This is an optimization exercise on Yosys and OpenROAD, whose aim is small area, a short achievable clock period and few clock cycles, not a production implementation. The RTL was checked by simulation tests, not by an equivalence proof against the original design. Power and IR drop assume default switching activity.

before:
## Pipelined_CPU
module Pipelined_CPU(
  input         clk,
  input         rst_n,
  output [6:0]  imem_addr,
  input  [31:0] imem_data,
  output [6:0]  dmem_addr,
  output [31:0] dmem_wdata,
  output        dmem_we,
  input  [31:0] dmem_rdata
);
Size in the first run: about 5000 cells after synthesis, ~64000 sq um of cells after synthesis.
Settings: LEC_CHECK=0, CAP_MARGIN=20, CORE_MARGIN=2, CORE_UTILIZATION=65, CTS_CLUSTER_DIAMETER=120, CTS_CLUSTER_SIZE=20, SETUP_SLACK_MARGIN=1.0, SLEW_MARGIN=20, SYNTH_HIERARCHICAL=1; clock period 22.0 ns.
standard.sh (not shown) runs the stock make flow with config.mk's settings and CLKGATE_MAP_FILE= SYNTH_SCRIPT=/design/flow/synth_recipe.tcl, a recipe that flattens the netlist after the stock synthesis.
==> flow/flow/run.sh <==
#!/bin/bash
# Layout flow for this design: the standard ORFS flow (standard.sh, with
# the standard synthesis and the design's constraint.sdc unchanged), with
#  - the setup repair steps (floorplan, CTS, global route) asked for a larger
#    setup margin, so that they size and buffer the logic for speed instead of
#    stopping as soon as the 22 ns constraint is met;
set -euo pipefail
bash standard.sh \
  SETUP_SLACK_MARGIN=16.9 \
  "BUFFER_PORTS_ARGS=-buffer_cell sky130_fd_sc_hd__buf_4" \
  finish > flow.log 2>&1
Testbench counts of before, summed over its fixed seeds: cycles 45,979.
For after, these inputs were changed with respect to before:
- CORE_UTILIZATION now 55, was 65
--- a/flow/flow/run.sh
+++ b/flow/flow/run.sh
@@ -8,3 +8,3 @@
 bash standard.sh \
-  SETUP_SLACK_MARGIN=16.9 \
+  SETUP_SLACK_MARGIN=16.6 \
   "BUFFER_PORTS_ARGS=-buffer_cell sky130_fd_sc_hd__buf_4" \
Results
Relative to before, maximum net fanout on the critical path has gone up in after. Number of cells on the worst reg-to-reg path came out higher on after than on before. Where power is concerned, before is outperformed by after. Re global-route usage: before and after aren't equal, and the higher value belongs to before. Between before and after, the fmax is higher for before. after drops fewer vias than before. Clock skew delta for after relative to before: 11 ps lower.

* * *

job 4409:
Starting RTL as in the previous note.
==> flow/design.v (excerpt) <==
module Pipelined_CPU(
  input         clk,
  input         rst_n,
  output [6:0]  imem_addr,
  input  [31:0] imem_data,
  output [6:0]  dmem_addr,
  output [31:0] dmem_wdata,
  output        dmem_we,
  input  [31:0] dmem_rdata
);
  reg  [6:0]  FA;           
  reg  [6:0]  IA;           
  reg  [6:0]  IA1;          
  reg         BH;           
  reg         AV;           
  reg  [31:0] IR;           
  reg  [6:0]  XP1;          
  reg         XV;           
  reg  [6:0]  EPC;          
  reg  [31:0] SA, SB;       
  reg         BMA, BWA, LDA, BMB, BWB, LDB;
  reg  [6:0]  DA;           
  reg  [6:0]  FAO;          
  reg  [31:0] M_res;        
  reg  [31:0] M_wd;         
  reg  [4:0]  M_dst;
  reg         M_wr, M_ld, M_st;
  reg  [31:0] W_res;
  reg  [4:0]  W_dst;
  reg         W_wr, W_ld;
  reg  [31:0] rf [0:31];
  reg  [31:0] rv;           
  assign imem_addr  = FAO;
  assign dmem_addr  = DA;
  assign dmem_wdata = M_wd;
  assign dmem_we    = M_st;
  localparam C_SUB = 0, C_RT = 1, C_AND = 2, C_OR = 3, C_XOR = 4, C_NOR = 5,
             C_SLT = 6, C_STU = 7, C_SH = 8, C_LUI = 9, C_SUM = 10, C_SLL = 11,
             C_SRA = 12, C_UA = 13, C_UB = 14, NCTL = 15;
  function [NCTL-1:0] decode(input [31:0] w);
    reg [5:0] o, f;
    reg rt0, fadd, fsub, fand, f_or, fxor, fnor, fsll, fsrl, fsra, fslt, fstu, fjr, ralu;
    reg iadd, islt, istu, iand, i_or, ixor, ilui, ilw, isw, ialu, ibr2, ibr1;
    begin
      o = w[31:26];
      f = w[5:0];
      rt0  = (o == 6'h00);
      fadd = rt0 & (f[5:1] == 5'b10000);
      fsub = rt0 & (f[5:1] == 5'b10001);
      fand = rt0 & (f == 6'h24);
      f_or = rt0 & (f == 6'h25);
      fxor = rt0 & (f == 6'h26);
      fnor = rt0 & (f == 6'h27);
      fsll = rt0 & (f == 6'h04);
      fsrl = rt0 & (f == 6'h06);
      fsra = rt0 & (f == 6'h07);
      fslt = rt0 & (f == 6'h2A);
      fstu = rt0 & (f == 6'h2B);
      fjr  = rt0 & (f == 6'h08);
      ralu = fadd | fsub | fand | f_or | fxor | fnor | fsll | fsrl | fsra | fslt | fstu;
      iadd = (o[5:1] == 5'b00100);
      islt = (o == 6'h0A);
      istu = (o == 6'h0B);
      iand = (o == 6'h0C);
      i_or = (o == 6'h0D);
      ixor = (o == 6'h0E);
      ilui = (o == 6'h0F);
      ilw  = (o == 6'h23);
      isw  = (o == 6'h2B);
      ialu = iadd | islt | istu | iand | i_or | ixor;
      ibr2 = (o == 6'h04) | (o == 6'h05);
  ...
Settings: LEC_CHECK=0, CAP_MARGIN=20, CORE_MARGIN=2, CORE_UTILIZATION=55, CTS_CLUSTER_DIAMETER=120, CTS_CLUSTER_SIZE=20, SETUP_SLACK_MARGIN=1.0, SLEW_MARGIN=20; clock period 22.0 ns.
run.sh (not shown) runs the stock make flow with config.mk's settings and CLKGATE_MAP_FILE= SYNTH_SCRIPT=/design/flow/synth_recipe.tcl, a recipe that flattens the netlist after the stock synthesis.
Stock flow here: none of the scripts above is used.
Testbench counts of job 4409, summed over its fixed seeds: cycles 45,979.
Modified inputs, job 9370 compared to job 4409
Settings: SYNTH_HIERARCHICAL: unset -> 1.
==> flow/flow/run.sh (new file) <==
#!/bin/bash
# Layout flow for this design: the standard ORFS flow (standard.sh, with
# the standard synthesis and the design's constraint.sdc unchanged), with
#  - the setup repair steps (floorplan, CTS, global route) asked for a larger
#    setup margin, so that they size and buffer the logic for speed instead of
#    stopping as soon as the 22 ns constraint is met;
set -euo pipefail
bash standard.sh \
  SETUP_SLACK_MARGIN=16.9 \
  "BUFFER_PORTS_ARGS=-buffer_cell sky130_fd_sc_hd__buf_4" \
  finish > flow.log 2>&1
==> flow/standard.sh (new file) <==
#!/bin/bash
# synth_recipe.tcl (not shown) runs the flow's synth.tcl, then flattens the netlist and writes it again
# the make line also repeats each setting of config.mk as NAME=value (left out here)
make -C /OpenROAD-flow-scripts/flow DESIGN_CONFIG=/design/flow/config.mk WORK_HOME=/design/flow/orfs CLKGATE_MAP_FILE= SYNTH_SCRIPT=/design/flow/synth_recipe.tcl "${@:-finish}"
removed: flow/run.sh
### Flow results
The final reports for job 9370 and job 4409 show critical path depth lower in the former.
Highest clock rate delta for job 9370 relative to job 4409: 25% higher
Job 9370 vs. job 4409: share of cells above drive strength 1 +8.2 points; number of global-route vias before repair has decreased.
Going from job 4409 to job 9370, the number of clock buffers in the layout was found to have gone down by about 7%.
Looking at sequential portion of the cell area, job 9370 sits 2.0 points lower than job 4409 does.
The non-clock buffer count in job 9370 was higher than what job 4409 gave.
Power delta (job 9370 -> job 4409): insignificant
Between job 9370 and job 4409, it is job 9370 whose finished layout cell area is higher, by 3.9%.
Taking job 4409 as the reference, in job 9370 wire length climbed 1400 um, placeable core region climbed 2.2%.
diff inputs: job 9370 => job 1117
Settings: TNS_END_PERCENT now 10, previously not set.
diff --git a/flow/flow/run.sh b/flow/flow/run.sh
--- a/flow/flow/run.sh
+++ b/flow/flow/run.sh
@@ -8,3 +8,3 @@
 bash standard.sh \
-  SETUP_SLACK_MARGIN=16.9 \
+  SETUP_SLACK_MARGIN=17.2 \
   "BUFFER_PORTS_ARGS=-buffer_cell sky130_fd_sc_hd__buf_4" \
Findings:
The sequential cell area share reported for job 1117 is greater than that of job 9370 by 0.67 points. Looking at start point of the critical path, the M_wd[14] result is from job 9370; the M_wd[1] one comes from job 1117. Summary: with job 9370 as the reference, length of routed met3 wiring in job 1117 moved down by a few percent. Internal power: job 1117 vs job 9370, no meaningful difference. Summary: with job 9370 as the reference, detailed-route wire length per cell in job 1117 moved down slightly. Job 1117 reached the final stage; the timing, design-rule and antenna checks on its layout passed. Going from job 9370 to job 1117, post-synthesis to final-layout area growth now smaller, largest net degree at the start of global routing grew by 1.

## re-timing with driven ports
Ports are ideal in the flow. The routed layouts listed here were re-timed in OpenROAD. Step 1 sets driving cells, clkbuf_16 on the clock port and buf_2 on the other inputs (assumed; they add their load-dependent delay and slew). Step 2 also shifts input and output timing later by t, the mid clock arrival at the registers, as if the neighbouring blocks saw the same clock. Three values: ideal, step 1, step 2; two values: the first two.
run	t (ns)	slack for setup (ns)	worst hold slack (ns)
before	0.791	16.425 / 16.352 / 15.719	0.385 / 0.385 / 0.385
after	0.785	16.260 / 16.260 / 15.779	0.430 / 0.430 / 0.430
job 4409	0.806	15.028 / 15.028 / 14.698	0.376 / 0.376 / 0.376
job 9370	0.790	16.402 / 16.326 / 15.784	0.432 / 0.432 / 0.432
job 1117	0.786	16.420 / 16.348 / 15.789	0.382 / 0.382 / 0.382
After both steps setup and hold are still met in every run listed. For before, which loses most, drivers alone change the setup slack by -0.073 ns; drivers and shift together by -0.706 ns.
